What follows belongs to an exercise in optimizing a design on an open flow for small area; a production flow would make more cautious choices. In this exercise RTL edits were held to simulation tests only and were not proved equivalent to the original. Power figures rest on the tool's default switching activity, not on a simulated workload.

==> flow/design.v, too long to show whole: its modules and the start of the top module <==
// module pacman: 39 lines
// module pac_maze: 110 lines
// module clyde: 59 lines
// module clyde_maze: 127 lines
// module stinky: 51 lines
// module stinky_maze: 123 lines
// module tinky: 51 lines
// module tinky_maze: 136 lines
// module collision: 21 lines
// module lives: 25 lines
// module scorereg: 36 lines
// module eat_counter: 43 lines
// module pacman_fsm: 37 lines
// module ghost_fsm: 18 lines
// module pacman_game: 79 lines
module pacman_game (
    input  logic        clk,
    input  logic        reset,
    input  logic        frame_tick,
    input  logic [7:0]  keycode,
    input  logic        pellet,
    input  logic        power_pellet,
    output logic [9:0]  pac_x,
    output logic [9:0]  pac_y,
    output logic [9:0]  clyde_x,
    output logic [9:0]  clyde_y,
    output logic [9:0]  stinky_x,
    output logic [9:0]  stinky_y,
    output logic [9:0]  tinky_x,
    output logic [9:0]  tinky_y,
    output logic [3:0]  collide,
    output logic [3:0]  lives,
    output logic        lost,
    output logic        won,
    output logic [11:0] score,
    output logic [3:0]  score_hundreds,
    output logic [3:0]  score_tens,
    output logic [3:0]  score_ones,
    output logic        eat_time,
    output logic        white,
    output logic [3:0]  pac_code,
    output logic [1:0]  ghost_code
);
  // ...
==> flow/run.sh <==
#!/bin/bash
# synth_recipe.tcl (not shown) runs the flow's synth.tcl, then flattens the netlist and writes it again
# the make line also repeats each setting of config.mk as NAME=value (left out here)
make -C /OpenROAD-flow-scripts/flow DESIGN_CONFIG=/design/flow/config.mk WORK_HOME=/design/flow/orfs CLKGATE_MAP_FILE= SYNTH_SCRIPT=/design/flow/synth_recipe.tcl finish
==> flow/config.mk <==
export PLATFORM = sky130hd
export DESIGN_NAME = pacman_game
export DESIGN_NICKNAME = pacman_game
export VERILOG_FILES = /design/flow/design.v
export SDC_FILE = /design/flow/constraint.sdc
export NUM_CORES = 4
export LEC_CHECK = 0
export CAP_MARGIN = 20
export CORE_MARGIN = 2
export CORE_UTILIZATION = 25
export SLEW_MARGIN = 20
==> flow/constraint.sdc <==
create_clock -name core_clock -period 25.0 [get_ports {clk}]
set_input_delay 5.0000 -clock core_clock [delete_from_list [all_inputs] [get_ports {clk}]]
set_output_delay 5.0000 -clock core_clock [all_outputs]
set_load 0.01 [all_outputs]
==> out/metrics.yaml, run 1 <==
run_status:
  outcome: "finished clean"
logic_synthesis:
  synth.avg_cell_area_um2: 7.44
  synth-adder-area-share: 0.117
  synth_top_area_cell: "dfxtp_1"
  ys_top_cells_by_area: "dfxtp_1 (18%), ha_1 (10%), a21oi_1 (4.6%)"
  synth_top_area_share: 0.184
  synth_xor_area_frac: 0.0549
  synth.distinct_cells: 104
global_route:
  gr-total-overflow: 0
  antenna_found_initial: 1
  grt_use_met3: 0.0431
floorplanning:
  ios: 135
  core_area_um2: 69800
  chipWidth_um: 269
  row_count: 97
  taps: 940
cells_and_area:
  largest-register: "u_score.scoreout"
  diodes: 0
  clk_share: 0.0293
  buffers_excl_clock: 165
  inverters: 148
cts:
  root_buffer: "clkbuf_16"
  post_cts_resized: 0
  clk_latency_ns: 0.49
placement:
  placedCellCount: 3312
power:
  share_seq_of_total_power: 0.180
  p_leak_nw: 8.02
timing:
  rsz0062_at_grt: "false"
  finalHoldViolations: 0
  min_period_ns: 8.80
critical_path:
  critPathLaunchType: "flip-flop"
  worstPathArrival_ns: 3.80
  crit_family: "buffers and inverters"
  cp_max_fo: 27
min_path:
  holdPathStages: 2
route:
  routed.top_layer: "met5"
==> module pacman, before the edit <==
module pacman (
    input  logic       clk,
    input  logic       reset,
    input  logic       frame_en,
    input  logic       home,         
    input  logic [7:0] keycode,
    output logic [9:0] x,
    output logic [9:0] y,
    output logic [2:0] mn            
);
    logic [8:0] X, Y;
    logic [2:0] m, l, ln;
    pac_maze u_maze (.X(X), .Y({1'b0, Y}), .m(m), .l(l), .ph(1'b0), .eat(1'b0), .mn(mn));
    always_comb begin
        ln = l;
        case (keycode)
            8'h1A: ln = 3'b111;
            8'h16: ln = 3'b110;
            8'h04: ln = 3'b101;
            8'h07: ln = 3'b100;
            default: ;
        endcase
    end
    always_ff @(posedge clk) begin
        if (reset || (frame_en && home)) begin
            X <= 9'd321;
            Y <= 9'd307;
            m <= 3'b000;
            l <= 3'b000;
        end else if (frame_en) begin
            m <= mn;
            l <= ln;
            if (mn[2] && !mn[1]) X <= mn[0] ? X - 9'd1 : X + 9'd1;
            if (mn[2] &&  mn[1]) Y <= mn[0] ? Y - 9'd1 : Y + 9'd1;
        end
    end
    assign x = {1'b0, X};
    assign y = {1'b0, Y};
endmodule
==> module clyde, before the edit <==
module clyde (
    input  logic       clk,
    input  logic       reset,
    input  logic       frame_en,
    input  logic       over,         
    input  logic       hit,          
    input  logic       eat_time,
    input  logic       pac_home,     
    input  logic [8:0] pacX,
    input  logic [8:0] pacY,
    output logic [9:0] x,
    output logic [9:0] y
);
    logic [8:0] X;
    logic [9:0] Y;
    logic [2:0] m, l, ln, mn;
    logic [1:0] slow;
    clyde_maze u_maze (.X(X), .Y(Y), .m(m), .l(l), .ph(pac_home), .eat(eat_time), .mn(mn));
    logic signed [10:0] dy, dx;
    logic vert;
    assign dy = {1'b0, Y} - {2'b00, pacY};
    assign dx = {2'b00, X} - {2'b00, pacX};
    always_comb begin
        if (!dy[10] && !dx[10])     vert = dy > dx;
        else if (dy[10] && dx[10])  vert = dy < dx;
        else if (dy[10])            vert = (dy + dx) < 0;
        else                        vert = (dy + dx) > 0;
        ln = l;
        if (dy != 0 && dx != 0) begin
            if (vert) ln = {2'b11, !dy[10]};
            else      ln = {2'b10, !dx[10]};
        end
    end
    always_ff @(posedge clk) begin
        if (reset || (frame_en && over)) begin
            X <= 9'd336;
            Y <= 10'd235;
            m <= 3'b000;
            l <= 3'b000;
            slow <= 2'd0;
        end else if (frame_en && hit) begin
            X <= 9'd336;
            Y <= 10'd235;
            m <= 3'b000;
            l <= 3'b000;
        end else if (frame_en) begin
            if (slow == 2'd0) slow <= 2'd1;
            else begin
                slow <= (slow == 2'd1) ? 2'd2 : 2'd0;
                m <= mn;
                l <= ln;
                if (mn[2] && !mn[1]) X <= mn[0] ? X - 1'b1 : X + 1'b1;
                if (mn[2] &&  mn[1]) Y <= mn[0] ? Y - 1'b1 : Y + 1'b1;
            end
        end
    end
    assign x = {1'b0, X};
    assign y = Y;
endmodule
==> module stinky, before the edit <==
module stinky (
    input  logic       clk,
    input  logic       reset,
    input  logic       frame_en,
    input  logic       over,         
    input  logic       hit,          
    input  logic       eat_time,
    input  logic       pac_home,     
    input  logic [8:0] pacX,
    input  logic [8:0] pacY,
    output logic [9:0] x,
    output logic [9:0] y
);
    logic [8:0] X;
    logic [8:0] Y;
    logic [2:0] m, l, ln, mn;
    logic [1:0] slow;
    stinky_maze u_maze (.X(X), .Y({1'b0, Y}), .m(m), .l(l), .ph(pac_home), .eat(eat_time), .mn(mn));
    always_comb begin
        ln = l;
        if (pacY < Y)       ln = {2'b11, !eat_time};
        else if (pacY > Y)  ln = {2'b11, eat_time};
        else if (pacX > X)  ln = {2'b10, eat_time};
        else if (pacX < X)  ln = {2'b10, !eat_time};
    end
    always_ff @(posedge clk) begin
        if (reset || (frame_en && over)) begin
            X <= 9'd304;
            Y <= 9'd235;
            m <= 3'b000;
            l <= 3'b000;
            slow <= 2'd0;
        end else if (frame_en && hit) begin
            X <= 9'd304;
            Y <= 9'd235;
            m <= 3'b000;
            l <= 3'b000;
        end else if (frame_en) begin
            if (slow == 2'd0) slow <= 2'd1;
            else begin
                slow <= (slow == 2'd1) ? 2'd2 : 2'd0;
                m <= mn;
                l <= ln;
                if (mn[2] && !mn[1]) X <= mn[0] ? X - 1'b1 : X + 1'b1;
                if (mn[2] &&  mn[1]) Y <= mn[0] ? Y - 1'b1 : Y + 1'b1;
            end
        end
    end
    assign x = {1'b0, X};
    assign y = {1'b0, Y};
endmodule
==> module tinky, before the edit <==
module tinky (
    input  logic       clk,
    input  logic       reset,
    input  logic       frame_en,
    input  logic       over,         
    input  logic       hit,          
    input  logic       eat_time,
    input  logic       pac_home,     
    input  logic [8:0] pacX,
    input  logic [8:0] pacY,
    output logic [9:0] x,
    output logic [9:0] y
);
    logic [8:0] X;
    logic [9:0] Y;
    logic [2:0] m, l, ln, mn;
    logic [1:0] slow;
    tinky_maze u_maze (.X(X), .Y(Y), .m(m), .l(l), .ph(pac_home), .eat(eat_time), .mn(mn));
    always_comb begin
        ln = l;
        if (pacX > X)       ln = {2'b10, eat_time};
        else if (pacX < X)  ln = {2'b10, !eat_time};
        else if (pacY < Y)  ln = {2'b11, !eat_time};
        else if (pacY > Y)  ln = 3'b110;
    end
    always_ff @(posedge clk) begin
        if (reset || (frame_en && over)) begin
            X <= 9'd320;
            Y <= 10'd235;
            m <= 3'b000;
            l <= 3'b000;
            slow <= 2'd0;
        end else if (frame_en && hit) begin
            X <= 9'd320;
            Y <= 10'd235;
            m <= 3'b000;
            l <= 3'b000;
        end else if (frame_en) begin
            if (slow == 2'd0) slow <= 2'd1;
            else begin
                slow <= (slow == 2'd1) ? 2'd2 : 2'd0;
                m <= mn;
                l <= ln;
                if (mn[2] && !mn[1]) X <= mn[0] ? X - 1'b1 : X + 1'b1;
                if (mn[2] &&  mn[1]) Y <= mn[0] ? Y - 1'b1 : Y + 1'b1;
            end
        end
    end
    assign x = {1'b0, X};
    assign y = Y;
endmodule
==> module scorereg, before the edit <==
module scorereg (
    input  logic        clk,
    input  logic        reset,
    input  logic        scoreUpdate,
    output logic [11:0] scoreout,
    output logic [3:0]  cien,
    output logic [3:0]  diez,
    output logic [3:0]  uno,
    output logic        won
);
    always_ff @(posedge clk) begin
        if (reset) begin
            scoreout <= 12'd0;
            cien <= 4'd0;
            diez <= 4'd0;
            uno <= 4'd0;
            won <= 1'b0;
        end else if (scoreUpdate) begin
            scoreout <= scoreout + 12'd1;
            if (scoreout == 12'h1de || scoreout == 12'h1df) won <= 1'b1;
            if (scoreout == 12'hfff) begin
                cien <= 4'd0;
                diez <= 4'd0;
                uno <= 4'd0;
            end else if (uno != 4'd9) uno <= uno + 4'd1;
            else begin
                uno <= 4'd0;
                if (diez != 4'd9) diez <= diez + 4'd1;
                else begin
                    diez <= 4'd0;
                    cien <= cien + 4'd1;
                end
            end
        end
    end
endmodule
==> module eat_counter, before the edit <==
module eat_counter (
    input  logic clk,
    input  logic reset,
    input  logic en,
    output logic eat_time,
    output logic white
);
    localparam logic [1:0] IDLE = 2'd0, RUNNING = 2'd1, DONE = 2'd2;
    logic [1:0]  state;
    logic [10:0] counter;
    always_ff @(posedge clk) begin
        if (reset) begin
            state <= IDLE;
            counter <= 11'd0;
            eat_time <= 1'b0;
            white <= 1'b0;
        end else begin
            case (state)
                IDLE: if (en) begin
                    state <= RUNNING;
                    counter <= 11'd0;
                end
                RUNNING: begin
                    eat_time <= 1'b1;
                    white <= (counter >= 11'd1300 && counter <= 11'd1400) ||
                             (counter >= 11'd1500 && counter <= 11'd1600) ||
                             (counter >= 11'd1700 && counter <= 11'd1800) ||
                             (counter >= 11'd1900 && counter <= 11'd2000);
                    if (en) counter <= 11'd0;
                    else begin
                        counter <= counter + 11'd1;
                        if (counter == 11'd2000) state <= DONE;
                    end
                end
                default: if (!en) begin
                    state <= IDLE;
                    eat_time <= 1'b0;
                    white <= 1'b0;
                end
            endcase
        end
    end
endmodule
==> run 2: changes to the inputs <==
--- a/flow/design.v
+++ b/flow/design.v
@@ -1,3 +1,44 @@
+module stepper #(parameter int W = 9) (
+    input  logic [W-1:0] v,
+    input  logic         en,
+    input  logic         dn,
+    output logic [W-1:0] q
+);
+    logic [W:0] c;
+    assign c[0] = en;
+    for (genvar i = 0; i < W; i++) begin : g_bit
+        assign q[i] = v[i] ^ c[i];
+        assign c[i+1] = c[i] & (v[i] ^ dn);
+    end
+endmodule
+module cmp #(parameter int W = 9) (
+    input  logic [W-1:0] a,
+    input  logic [W-1:0] b,
+    output logic         lt,
+    output logic         gt
+);
+    logic [W:0] l, g;
+    assign l[0] = 1'b0;
+    assign g[0] = 1'b0;
+    for (genvar i = 0; i < W; i++) begin : g_bit
+        assign l[i+1] = (a[i] ^ b[i]) ? b[i] : l[i];
+        assign g[i+1] = (a[i] ^ b[i]) ? a[i] : g[i];
+    end
+    assign lt = l[W];
+    assign gt = g[W];
+endmodule
+module sub #(parameter int W = 10) (
+    input  logic [W-1:0] a,
+    input  logic [W-1:0] b,
+    output logic [W-1:0] d
+);
+    logic [W:0] c;
+    assign c[0] = 1'b1;
+    for (genvar i = 0; i < W; i++) begin : g_bit
+        assign d[i] = a[i] ^ ~b[i] ^ c[i];
+        assign c[i+1] = (a[i] & ~b[i]) | (a[i] & c[i]) | (~b[i] & c[i]);
+    end
+endmodule
 module pacman (
     input  logic       clk,
     input  logic       reset,
@@ -21,17 +62,22 @@
             default: ;
         endcase
     end
+    logic [8:0] Xs, Ys;
+    stepper #(9) u_sx (.v(X), .en(frame_en & mn[2] & !mn[1]), .dn(mn[0]), .q(Xs));
+    stepper #(9) u_sy (.v(Y), .en(frame_en & mn[2] &  mn[1]), .dn(mn[0]), .q(Ys));
     always_ff @(posedge clk) begin
         if (reset || (frame_en && home)) begin
             X <= 9'd321;
             Y <= 9'd307;
             m <= 3'b000;
             l <= 3'b000;
-        end else if (frame_en) begin
-            m <= mn;
-            l <= ln;
-            if (mn[2] && !mn[1]) X <= mn[0] ? X - 9'd1 : X + 9'd1;
-            if (mn[2] &&  mn[1]) Y <= mn[0] ? Y - 9'd1 : Y + 9'd1;
+        end else begin
+            X <= Xs;
+            Y <= Ys;
+            if (frame_en) begin
+                m <= mn;
+                l <= ln;
+            end
         end
     end
     assign x = {1'b0, X};
@@ -165,21 +211,35 @@
     logic [2:0] m, l, ln, mn;
     logic [1:0] slow;
     clyde_maze u_maze (.X(X), .Y(Y), .m(m), .l(l), .ph(pac_home), .eat(eat_time), .mn(mn));
-    logic signed [10:0] dy, dx;
-    logic vert;
-    assign dy = {1'b0, Y} - {2'b00, pacY};
-    assign dx = {2'b00, X} - {2'b00, pacX};
+    logic [10:0] dy;             
+    logic [9:0]  dx, ndx;        
+    logic sy, sx, zy, zx, vert;
+    logic gt1, lt1, gt2, lt2;
+    sub #(11) u_dy (.a({1'b0, Y}), .b({2'b00, pacY}), .d(dy));
+    sub #(10) u_dx (.a({1'b0, X}), .b({1'b0, pacX}), .d(dx));
+    sub #(10) u_nx (.a({1'b0, pacX}), .b({1'b0, X}), .d(ndx));
+    assign sy = dy[10];
+    assign sx = dx[9];
+    assign zy = (dy == 11'd0);
+    assign zx = (dx == 10'd0);
+    cmp #(11) u_c1 (.a({~dy[10], dy[9:0]}), .b({~dx[9], dx[9], dx[8:0]}), .lt(lt1), .gt(gt1));
+    cmp #(11) u_c2 (.a({~dy[10], dy[9:0]}), .b({~ndx[9], ndx[9], ndx[8:0]}), .lt(lt2), .gt(gt2));
     always_comb begin
-        if (!dy[10] && !dx[10])     vert = dy > dx;
-        else if (dy[10] && dx[10])  vert = dy < dx;
-        else if (dy[10])            vert = (dy + dx) < 0;
-        else                        vert = (dy + dx) > 0;
+        case ({sy, sx})
+            2'b00:   vert = gt1;     
+            2'b11:   vert = lt1;     
+            2'b10:   vert = lt2;     
+            default: vert = gt2;     
+        endcase
         ln = l;
-        if (dy != 0 && dx != 0) begin
-            if (vert) ln = {2'b11, !dy[10]};
-            else      ln = {2'b10, !dx[10]};
-        end
+        if (!zy && !zx) ln = vert ? {2'b11, !sy} : {2'b10, !sx};
     end
+    logic step;
+    logic [8:0] Xs;
+    logic [9:0] Ys;
+    assign step = frame_en & (slow != 2'd0) & mn[2];
+    stepper #(9) u_sx (.v(X), .en(step & !mn[1]), .dn(mn[0]), .q(Xs));
+    stepper #(10) u_sy (.v(Y), .en(step &  mn[1]), .dn(mn[0]), .q(Ys));
     always_ff @(posedge clk) begin
         if (reset || (frame_en && over)) begin
             X <= 9'd336;
@@ -192,14 +252,16 @@
             Y <= 10'd235;
             m <= 3'b000;
             l <= 3'b000;
-        end else if (frame_en) begin
-            if (slow == 2'd0) slow <= 2'd1;
-            else begin
-                slow <= (slow == 2'd1) ? 2'd2 : 2'd0;
-                m <= mn;
-                l <= ln;
-                if (mn[2] && !mn[1]) X <= mn[0] ? X - 1'b1 : X + 1'b1;
-                if (mn[2] &&  mn[1]) Y <= mn[0] ? Y - 1'b1 : Y + 1'b1;
+        end else begin
+            X <= Xs;
+            Y <= Ys;
+            if (frame_en) begin
+                if (slow == 2'd0) slow <= 2'd1;
+                else begin
+                    slow <= (slow == 2'd1) ? 2'd2 : 2'd0;
+                    m <= mn;
+                    l <= ln;
+                end
             end
         end
     end
@@ -351,13 +413,22 @@
     logic [2:0] m, l, ln, mn;
     logic [1:0] slow;
     stinky_maze u_maze (.X(X), .Y({1'b0, Y}), .m(m), .l(l), .ph(pac_home), .eat(eat_time), .mn(mn));
+    logic ylt, ygt, xlt, xgt;    
+    cmp #(9) u_cy (.a(pacY), .b(Y), .lt(ylt), .gt(ygt));
+    cmp #(9) u_cx (.a(pacX), .b(X), .lt(xlt), .gt(xgt));
     always_comb begin
         ln = l;
-        if (pacY < Y)       ln = {2'b11, !eat_time};
-        else if (pacY > Y)  ln = {2'b11, eat_time};
-        else if (pacX > X)  ln = {2'b10, eat_time};
-        else if (pacX < X)  ln = {2'b10, !eat_time};
-    end
+        if (ylt)       ln = {2'b11, !eat_time};
+        else if (ygt)  ln = {2'b11, eat_time};
+        else if (xgt)  ln = {2'b10, eat_time};
+        else if (xlt)  ln = {2'b10, !eat_time};
+    end
+    logic step;
+    logic [8:0] Xs;
+    logic [8:0] Ys;
+    assign step = frame_en & (slow != 2'd0) & mn[2];
+    stepper #(9) u_sx (.v(X), .en(step & !mn[1]), .dn(mn[0]), .q(Xs));
+    stepper #(9) u_sy (.v(Y), .en(step &  mn[1]), .dn(mn[0]), .q(Ys));
     always_ff @(posedge clk) begin
         if (reset || (frame_en && over)) begin
             X <= 9'd304;
@@ -370,14 +441,16 @@
             Y <= 9'd235;
             m <= 3'b000;
             l <= 3'b000;
-        end else if (frame_en) begin
-            if (slow == 2'd0) slow <= 2'd1;
-            else begin
-                slow <= (slow == 2'd1) ? 2'd2 : 2'd0;
-                m <= mn;
-                l <= ln;
-                if (mn[2] && !mn[1]) X <= mn[0] ? X - 1'b1 : X + 1'b1;
-                if (mn[2] &&  mn[1]) Y <= mn[0] ? Y - 1'b1 : Y + 1'b1;
+        end else begin
+            X <= Xs;
+            Y <= Ys;
+            if (frame_en) begin
+                if (slow == 2'd0) slow <= 2'd1;
+                else begin
+                    slow <= (slow == 2'd1) ? 2'd2 : 2'd0;
+                    m <= mn;
+                    l <= ln;
+                end
             end
         end
     end
@@ -525,13 +598,22 @@
     logic [2:0] m, l, ln, mn;
     logic [1:0] slow;
     tinky_maze u_maze (.X(X), .Y(Y), .m(m), .l(l), .ph(pac_home), .eat(eat_time), .mn(mn));
+    logic ylt, ygt, xlt, xgt;    
+    cmp #(10) u_cy (.a({1'b0, pacY}), .b(Y), .lt(ylt), .gt(ygt));
+    cmp #(9) u_cx (.a(pacX), .b(X), .lt(xlt), .gt(xgt));
     always_comb begin
         ln = l;
-        if (pacX > X)       ln = {2'b10, eat_time};
-        else if (pacX < X)  ln = {2'b10, !eat_time};
-        else if (pacY < Y)  ln = {2'b11, !eat_time};
-        else if (pacY > Y)  ln = 3'b110;
-    end
+        if (xgt)       ln = {2'b10, eat_time};
+        else if (xlt)  ln = {2'b10, !eat_time};
+        else if (ylt)  ln = {2'b11, !eat_time};
+        else if (ygt)  ln = 3'b110;
+    end
+    logic step;
+    logic [8:0] Xs;
+    logic [9:0] Ys;
+    assign step = frame_en & (slow != 2'd0) & mn[2];
+    stepper #(9) u_sx (.v(X), .en(step & !mn[1]), .dn(mn[0]), .q(Xs));
+    stepper #(10) u_sy (.v(Y), .en(step &  mn[1]), .dn(mn[0]), .q(Ys));
     always_ff @(posedge clk) begin
         if (reset || (frame_en && over)) begin
             X <= 9'd320;
@@ -544,14 +626,16 @@
             Y <= 10'd235;
             m <= 3'b000;
             l <= 3'b000;
-        end else if (frame_en) begin
-            if (slow == 2'd0) slow <= 2'd1;
-            else begin
-                slow <= (slow == 2'd1) ? 2'd2 : 2'd0;
-                m <= mn;
-                l <= ln;
-                if (mn[2] && !mn[1]) X <= mn[0] ? X - 1'b1 : X + 1'b1;
-                if (mn[2] &&  mn[1]) Y <= mn[0] ? Y - 1'b1 : Y + 1'b1;
+        end else begin
+            X <= Xs;
+            Y <= Ys;
+            if (frame_en) begin
+                if (slow == 2'd0) slow <= 2'd1;
+                else begin
+                    slow <= (slow == 2'd1) ? 2'd2 : 2'd0;
+                    m <= mn;
+                    l <= ln;
+                end
             end
         end
     end
@@ -750,29 +834,25 @@
     output logic [3:0]  uno,
     output logic        won
 );
+    logic [11:0] nxt;
+    logic wrap, c1, c2;
+    assign {wrap, nxt} = {1'b0, scoreout} + {12'd0, scoreUpdate};
+    assign c1 = scoreUpdate & uno[3] & uno[0];
+    assign c2 = c1 & diez[3] & diez[0];
     always_ff @(posedge clk) begin
+        if (reset || wrap) begin
+            uno <= 4'd0; diez <= 4'd0; cien <= 4'd0;
+        end else begin
+            uno <= c1 ? 4'd0 : uno + {3'd0, scoreUpdate};
+            diez <= c2 ? 4'd0 : diez + {3'd0, c1};
+            cien <= cien + {3'd0, c2};
+        end
         if (reset) begin
             scoreout <= 12'd0;
-            cien <= 4'd0;
-            diez <= 4'd0;
-            uno <= 4'd0;
             won <= 1'b0;
-        end else if (scoreUpdate) begin
-            scoreout <= scoreout + 12'd1;
-            if (scoreout == 12'h1de || scoreout == 12'h1df) won <= 1'b1;
-            if (scoreout == 12'hfff) begin
-                cien <= 4'd0;
-                diez <= 4'd0;
-                uno <= 4'd0;
-            end else if (uno != 4'd9) uno <= uno + 4'd1;
-            else begin
-                uno <= 4'd0;
-                if (diez != 4'd9) diez <= diez + 4'd1;
-                else begin
-                    diez <= 4'd0;
-                    cien <= cien + 4'd1;
-                end
-            end
+        end else begin
+            scoreout <= nxt;
+            if (scoreUpdate && scoreout[11:1] == 11'h0ef) won <= 1'b1;
         end
     end
 endmodule
@@ -786,29 +866,27 @@
     localparam logic [1:0] IDLE = 2'd0, RUNNING = 2'd1, DONE = 2'd2;
     logic [1:0]  state;
     logic [10:0] counter;
+    logic run;
+    assign run = (state == RUNNING);
+    always_ff @(posedge clk) begin
+        if (reset) counter <= 11'd0;
+        else counter <= en ? 11'd0 : counter + {10'd0, run};
+    end
     always_ff @(posedge clk) begin
         if (reset) begin
             state <= IDLE;
-            counter <= 11'd0;
             eat_time <= 1'b0;
             white <= 1'b0;
         end else begin
             case (state)
-                IDLE: if (en) begin
-                    state <= RUNNING;
-                    counter <= 11'd0;
-                end
+                IDLE: if (en) state <= RUNNING;
                 RUNNING: begin
                     eat_time <= 1'b1;
                     white <= (counter >= 11'd1300 && counter <= 11'd1400) ||
                              (counter >= 11'd1500 && counter <= 11'd1600) ||
                              (counter >= 11'd1700 && counter <= 11'd1800) ||
                              (counter >= 11'd1900 && counter <= 11'd2000);
-                    if (en) counter <= 11'd0;
-                    else begin
-                        counter <= counter + 11'd1;
-                        if (counter == 11'd2000) state <= DONE;
-                    end
+                    if (!en && counter == 11'd2000) state <= DONE;
                 end
                 default: if (!en) begin
                     state <= IDLE;
==> out/metrics.yaml, run 2 <==
route:
  drt_iter0_drc: 2153
  wirelength_um: 56400
  ant_nets: 0
  wl_per_cell_um: 17.8
  viasPerCell: 5.54
  drc: 0
  vias: 17500
  dr.pass1.iters: 6
placement:
  dp_hpwl_um: 40100
  numPortBuffers: 125
  gp_congestion: 0.918
  dpl_cell_area_um2: 18300
global_route:
  grt_start_max_net_pins: 35
  grt_pass1_vias: 15600
  grt_pass1_wl_um: 89600
  busiest_layer: "met2"
  grt_use_met3: 0.0320  # -0.0111
  antenna_found_initial: 0  # -1
  use_met2: 0.251
  gr-total-overflow: 0  # unchanged
  grt_util_met1: 0.222
  grt_usage: 0.162
timing:
  fin_worst_skew_ns: 0.0150
  finalHoldViolations: 0  # unchanged
  drv_slew: 0
  worst_pin_slew_ns: 1.03
  fmax_ghz: 0.112
  finalCritPeriodShare: 0.357
  min_period_ns: 8.93  # +0.121 ns
  tns_ns: 0
  setup_violations: 0
  slew_headroom: 0.313
  rsz0062_at_grt: "false"
logic_synthesis:
  synth.ff_latch_count: 161
  yosysSeqAreaShare: 0.197
  synth_top_area_cell: "dfxtp_1"
  synth.avg_cell_area_um2: 7.18  # -3.6%
  synth_top_area_share: 0.197  # +0.0134
  synth-edff-count: 0
  async_reset_ff_frac: 0
  ys_warn_count: 10
  synth.distinct_cells: 102  # -1.9%
  synth_commonest_cells: "nor2_1 (220), nand2_1 (165), dfxtp_1 (161)"
  netlist_area_um2: 16400
  ys_top_cells_by_area: "dfxtp_1 (20%), nor2_1 (5.0%), a21oi_1 (4.6%)"
  syn_inst: 2280
  synthFlopType: "dfxtp_1"
  yosysMostFrequentCell: "nor2_1"
power:
  irDropWorstVdd_mv: 0.101
  powerDensity_nw_per_um2: 63.7
  p_leak_nw: 6.68  # -17%
cts:
  cts.clk_slew.worst_paths_ns: 0.08
  clk_latency_ns: 0.47  # -0.02 ns
  ctsHoldBuffers: 0
  post_cts_resized: 0  # unchanged
  cts_buffers: 17
  tritoncts: "yes"
  htree_levels: 4
  clock_path_buffers: 2
  root_buffer: "clkbuf_16"
  cts_setup_buffers: 0
  cts_sinks: 161
critical_path:
  cp_max_fo: 19  # -30%
  worstSetupPathType: "reg -> out"
  cp.required_ns: 20.00
  critPathLaunchType: "flip-flop"
  worstPathArrival_ns: 3.93  # +0.13 ns
  endpoint_kind: "output port"
floorplanning:
  die_h_um: 260
  row_count: 93  # -4.1%
  chipWidth_um: 260  # -3.4%
  start_util: 0.253
  core_area_um2: 64600  # -7.5%
  ios: 135  # unchanged
  die_area_um2: 67500
cells_and_area:
  largest-register: "u_score.scoreout"
  drive_gt1_frac: 0.0649
  diodes: 0  # unchanged
  nets: 2367
  final_area_um2: 18900
  largest_reg_flops: 12
  final_common_cell: "nor2_1"
  top_regs: "u_score.scoreout: 12 flops, u_eat.counter: 11 flops"
  final_cell_mix: "nor2_1 (220), nand2_1 (165), dfxtp_1 (161), a21oi_1 (149), o21ai_0 (130)"
  area_growth_pct: 15.6
min_path:
  hold_class: "reg -> reg"
run_status:
  outcome: "finished clean"
run:
  maxCapViolations: 0
## run 2: cell types whose count changed after synthesis, moves of 15 or more
cell,delta
ha_1,-114
o21ai_0,+18
maj3_1,+38
nand3_1,+23
nor3_1,+23
o21a_1,-24
nor2b_1,-16
clkbuf_1,+15
or3_1,+24
a21o_1,-18
inv_1,-51
nor2_1,+23
## run 2: critical path, stage by stage, from the launching register on
cell	delay [ns]
dfxtp_1	0.75
clkinv_1	0.52
ha_1	0.44
nand2_1	0.04
or4_1	0.65
nand3_1	0.16
nand2_1	0.12
inv_1	0.15
clkdlybuf4s50_1	0.64
## run 2: layout make-up
type | count | area, um^2
Clock buffer | 17 | 425
Clock inverter | 15 | 224
Fill cell | 6955 | 45700
Inverter | 107 | 402
Multi-Input combinational cell | 1832 | 11900
Sequential cell | 161 | 3220
Tap cell | 855 | 1070
Timing Repair Buffer | 178 | 1650
## run 2: logic make-up after synthesis
kind of cell    after synthesis  share of synthesized area
flops                       161                      0.197
mux                          25                     0.0157
other cells                   1                   0.000229
fa+ha+maj                    95                     0.0778
compound gates              657                      0.273
buf+inv                     295                     0.0764
simple gates                940                      0.304
xor+xnor                    106                     0.0567
## run 2: final timing paths
check | depth (start not counted) | end | startpoint | slack (ns)
worst min register to register | 1 | u_pac_anim.counter[0]$_SDFF_PP0_ | u_pac_anim.counter[0]$_SDFF_PP0_ | 0.47
worst max register to register | 20 | u_clyde.l[0]$_SDFFE_PP0P_ | u_pacman.Y[1]$_SDFF_PP1_ | 18.42
worst min-delay path | 1 | u_pac_anim.counter[0]$_SDFF_PP0_ | u_pac_anim.counter[0]$_SDFF_PP0_ | 0.47
worst max-delay path | 8 | collide[0] | u_pacman.Y[8]$_SDFF_PP1_ | 16.07
## run 2: where the power goes
part           switching (mW)  total, mW  leakage (nW)  internal, mW
Clock                   0.146      0.286         0.309         0.140
Combinational           0.389      0.629          5.07         0.240
Sequential             0.0237      0.291          1.30         0.267
## run 2: stage by stage
step	setup WS, ns	power [mW]	hold WS (ns)	cells	utilization
after floorplan	17.73	0.790	0.430	2288	-
after global placement	16.71	0.914	0.451	3133	0.283
after detailed placement	16.60	0.914	0.460	3133	0.283
after CTS	16.09	1.20	0.479	3165	0.293
after global routing	15.88	1.29	0.505	3165	0.293
final	16.07	1.21	0.473	3165	0.293
## run 2: layer usage
metal	part of all wire	vias up
li1	-	8422
met5	0	-
met4	0.033	0
met1	0.45	8298
met2	0.44	716
met3	0.077	90
==> run 3: changes to the inputs <==
==> flow/flow/run.sh (new file) <==
#!/bin/bash
# Standard ORFS layout, with two changes:
#  1. after the standard synthesis, its combinational cells are re-mapped for area by
#     abc (flip-flops untouched: same instances, names and cell types);
#  2. ports are buffered with the smallest buffer (every port still gets one).
set -euo pipefail
F=$(cd "$(dirname "$0")" && pwd)
R=$PWD/orfs/results/$FLOW_PLATFORM/pacman_game/base
L=$PWD/orfs/logs/$FLOW_PLATFORM/pacman_game/base
LIB=$(ls $FLOW_HOME/platforms/$FLOW_PLATFORM/lib/sky130_fd_sc_hd__tt_025C_1v80.lib)
bash standard.sh synth > std_synth.log 2>&1
cp $R/1_2_yosys.v std_1_2_yosys.v
grep -o -- "-dont_use [A-Za-z0-9_]*" $L/1_2_yosys.log | sort -u > dont_use_args.txt
bash $F/resynth.ys.sh std_1_2_yosys.v resynth.v $F/abc_area.script dont_use_args.txt $LIB > resynth.log 2>&1
cp resynth.v $R/1_2_yosys.v
touch $R/1_2_yosys.v
bash standard.sh "BUFFER_PORTS_ARGS=-buffer_cell sky130_fd_sc_hd__buf_1" finish > std_layout.log 2>&1
==> flow/flow/abc_area.script (new file) <==
strash
&get -n
&deepsyn -T 60
&put
dch -f
amap
topo
==> flow/flow/resynth.ys.sh (new file) <==
#!/bin/bash
# Re-maps the combinational cells of the standard synthesis netlist for area with abc.
# The flip-flop instances (names, cell types, connections) are left exactly as they are;
# the steps after abc are those of ORFS's synth.tcl (splitnets, tie cells, pass-through buffers).
# usage: resynth.ys.sh IN.v OUT.v ABCSCRIPT DONTUSE_ARGS_FILE LIB
IN=$1; OUT=$2; S=$3; DU=$4; LIB=$5
seq=$(grep -oE "sky130_fd_sc_hd__(df|edf|sdf|dl|sedf)[a-z0-9_]*" "$IN" | sort -u | tr '\n' ' ')
du=$(tr '\n' ' ' < "$DU")
yosys -p "read_liberty -ignore_miss_func $LIB; read_verilog $IN; blackbox $seq; hierarchy -top $FLOW_TOP; flatten; rename -hide w:_*_.*; opt_clean -purge; delete $seq; read_liberty -lib $LIB; hierarchy -top $FLOW_TOP; abc -script $S -liberty $LIB $du; setundef -zero; splitnets; opt_clean -purge; hilomap -singleton -hicell sky130_fd_sc_hd__conb_1 HI -locell sky130_fd_sc_hd__conb_1 LO; insbuf -buf sky130_fd_sc_hd__buf_4 A X; hierarchy -top $FLOW_TOP; check -assert -mapped; stat -liberty $LIB; write_verilog -noattr -nohex -nodec $OUT"
==> flow/standard.sh (new file) <==
#!/bin/bash
# synth_recipe.tcl (not shown) runs the flow's synth.tcl, then flattens the netlist and writes it again
# the make line also repeats each setting of config.mk as NAME=value (left out here)
make -C /OpenROAD-flow-scripts/flow DESIGN_CONFIG=/design/flow/config.mk WORK_HOME=/design/flow/orfs CLKGATE_MAP_FILE= SYNTH_SCRIPT=/design/flow/synth_recipe.tcl "${@:-finish}"
removed: flow/run.sh
==> out/metrics.yaml, run 3 <==
timing:
  slew_headroom: 0.271  # -0.0428
  finalCritPeriodShare: 0.350  # -0.00716
  finalHoldViolations: 0  # unchanged
  tns_ns: 0  # unchanged
  rsz0062_at_grt: "false"
  fin_worst_skew_ns: 0.0160  # +0.00101 ns
  worst_pin_slew_ns: 1.08  # +0.0542 ns
  min_period_ns: 8.75  # -0.179 ns
  drv_slew: 0  # unchanged
  setup_violations: 0  # unchanged
  fmax_ghz: 0.114  # +2.0%
critical_path:
  critPathMostFrequentCell: "clkinv_1"
  cp.required_ns: 20.00  # about the same
  critPathLaunchType: "flip-flop"
  r2r_end: "u_pacman.Y[8]$_SDFF_PP1_"
  crit_family: "buffers and inverters"
  crit_chain: "clkinv_1 > o22ai_1 > clkinv_1 > nand4_1 > nor4b_2 > nor4b_1 > buf_1"
  cp_num_cells: 7  # -1
  slowest_stage: "nor4b_1"
  crit_end: "collide[1]"
  regToRegStartpoint: "u_pacman.X[5]$_SDFF_PP0_"
  cp_num_buf_inv: 3  # unchanged
  max_stage_delay_ns: 0.71  # -0.04 ns
  worstPathArrival_ns: 3.75  # -0.18 ns
  worstSetupPathType: "reg -> out"
  endpoint_kind: "output port"
  cp_max_fo: 18  # -1
  startpoint: "u_pacman.X[5]$_SDFF_PP0_"
  reg2regPathDepth: 26  # +30%
  reg2reg_setup_slack_ns: 17.02  # -1.40 ns
route:
  drt_iter0_drc: 2309  # +7.2%
  vias: 15600  # -11%
  ant_nets: 0  # unchanged
  wl_per_cell_um: 18.1  # +1.2%
  dr.pass1.iters: 8  # +2
  drc: 0  # unchanged
  viasPerCell: 5.67  # +2.4%
  wirelength_um: 49700  # -12%
floorplanning:
  die_h_um: 229  # -12%
  chipWidth_um: 229  # -12%
  row_count: 82  # -12%
  core_area_um2: 50200  # -22%
  ios: 135  # unchanged
  start_util: 0.253  # -0.000313
  die_area_um2: 52600  # -22%
cells_and_area:
  drive_gt1_frac: 0.0240  # -0.0409
  largest_reg_flops: 12  # unchanged
  area_growth_pct: 11.8
  final_cell_mix: "nor2_1 (438), clkinv_1 (271), dfxtp_1 (161), o21ai_0 (150), nand2_1 (143)"
  regArea_um2: 3220  # unchanged
  nets: 2081  # -12%
  diodes: 0  # unchanged
  largest-register: "u_score.scoreout"
  fillerInstances: 5574  # -20%
  top_regs: "u_score.scoreout: 12 flops, u_eat.counter: 11 flops"
  final_area_um2: 14200  # -25%
  multiInputGateArea_um2: 7940  # -33%
  finalNonFillerCells: 2752  # -13%
  final_common_cell: "nor2_1"
placement:
  dp_hpwl_um: 37200  # -7.2%
  dpl_cell_area_um2: 13600  # -25%
  numPortBuffers: 125  # unchanged
  gp_congestion: 0.970  # +5.7%
  placedCellCount: 2721  # -13%
global_route:
  grt_pass1_vias: 13700  # -12%
  gr-total-overflow: 0  # unchanged
  antenna_found_initial: 0  # unchanged
  grt_start_max_net_pins: 24  # -31%
  grt_usage: 0.182  # +0.0195
  grt_pass1_wl_um: 77500  # -14%
logic_synthesis:
  synth.avg_cell_area_um2: 6.44  # -10%
  netlist_area_um2: 12700  # -22%
  ys_warn_count: 10  # unchanged
  syn_inst: 1972  # -14%
cts:
  clock_path_buffers: 2  # unchanged
  htree_levels: 4  # unchanged
  cts_sinks: 161  # unchanged
  clk_latency_ns: 0.45  # -0.02 ns
  post_cts_resized: 0  # unchanged
  cts_setup_buffers: 0  # unchanged
  cts.clk_slew.worst_paths_ns: 0.07  # about the same
  ctsHoldBuffers: 0  # unchanged
  cts_buffers: 17  # unchanged
  root_buffer: "clkbuf_16"
  tritoncts: "yes"
min_path:
  hold_class: "reg -> reg"
power:
  p_leak_nw: 4.46  # -33%
  irDropWorstVdd_mv: 0.0533  # -47%
  powerDensity_nw_per_um2: 62.8  # -1.4%
run_status:
  outcome: "finished clean"
run:
  maxCapViolations: 0  # unchanged
## run 3: cell type report
cell class              count  area share
flip-flops and latches    161       0.227
inverters                 271      0.0716
repair buffers            143      0.0425
well taps                 672      0.0592
clock buffers              19      0.0319
multi-input cells        1474       0.559
clock inverters            12     0.00854
## run 3: metrics by stage
step / worst slack, ns / total power, mW / hold WS [ns] / utilization
final: 16.25 / 0.892 / 0.425 / 0.283
after CTS: 16.13 / 0.887 / 0.428 / 0.283
after floorplan: 17.59 / 0.524 / 0.398 / -
after detailed placement: 16.54 / 0.619 / 0.413 / 0.272
after global placement: 16.68 / 0.626 / 0.407 / 0.272
after global routing: 15.93 / 0.940 / 0.431 / 0.283
## run 3: report_power, final
group	leakage (nW)	switching (mW)	internal, mW
Combinational	2.88	0.230	0.102
Sequential	1.30	0.0258	0.269
Clock	0.275	0.121	0.144
Total	4.46	0.377	0.515
## run 3: worst min path at each step
stage / slack [ns] / start / cells after the start / endpoint
floorplan: 0.40 / u_ghost_anim.second$_SDFFE_PP0P_ / 1 / u_ghost_anim.second$_SDFFE_PP0P_
global placement: 0.41 / u_ghost_anim.second$_SDFFE_PP0P_ / 1 / u_ghost_anim.second$_SDFFE_PP0P_
detailed placement: 0.41 / u_ghost_anim.second$_SDFFE_PP0P_ / 1 / u_ghost_anim.second$_SDFFE_PP0P_
CTS: 0.43 / u_ghost_anim.second$_SDFFE_PP0P_ / 1 / u_ghost_anim.second$_SDFFE_PP0P_
global route: 0.43 / u_ghost_anim.second$_SDFFE_PP0P_ / 1 / u_ghost_anim.second$_SDFFE_PP0P_
finish: 0.42 / u_ghost_anim.second$_SDFFE_PP0P_ / 1 / u_ghost_anim.second$_SDFFE_PP0P_
## run 3: routing by layer
metal | global-route usage | part of all wire
met2 | 0.274 | 0.43
met3 | 0.0344 | 0.090
met1 | 0.250 | 0.44
met5 | 0 | 0
met4 | 0.0834 | 0.041

-- what the ideal ports hide --
The results above use ideal ports. As a check the final layouts listed here were re-extracted and re-timed, cells and wires unchanged.
Step 1 assumes that a clkbuf_16 drives the clock port and a buf_2 every other input.
Step 2 adds t to the input delays and takes it off the output delays; t is the mean of the earliest and latest rising clock arrival at the registers after step 1. Input paths then give back, and output paths get back, about the clock's delay inside the block.
Three values: ideal, step 1, step 2; two values: the first two.
run | t, ns | setup slack, ns | cell pins on the clock port's net
run 1 | 0.542 | 16.195 / 16.141 / 16.684 | 1
run 2 | 0.512 | 16.074 / 16.022 / 16.534 | 1
run 3 | 0.497 | 16.253 / 16.200 / 16.452 | 1
After both steps every run listed still meets setup and hold.
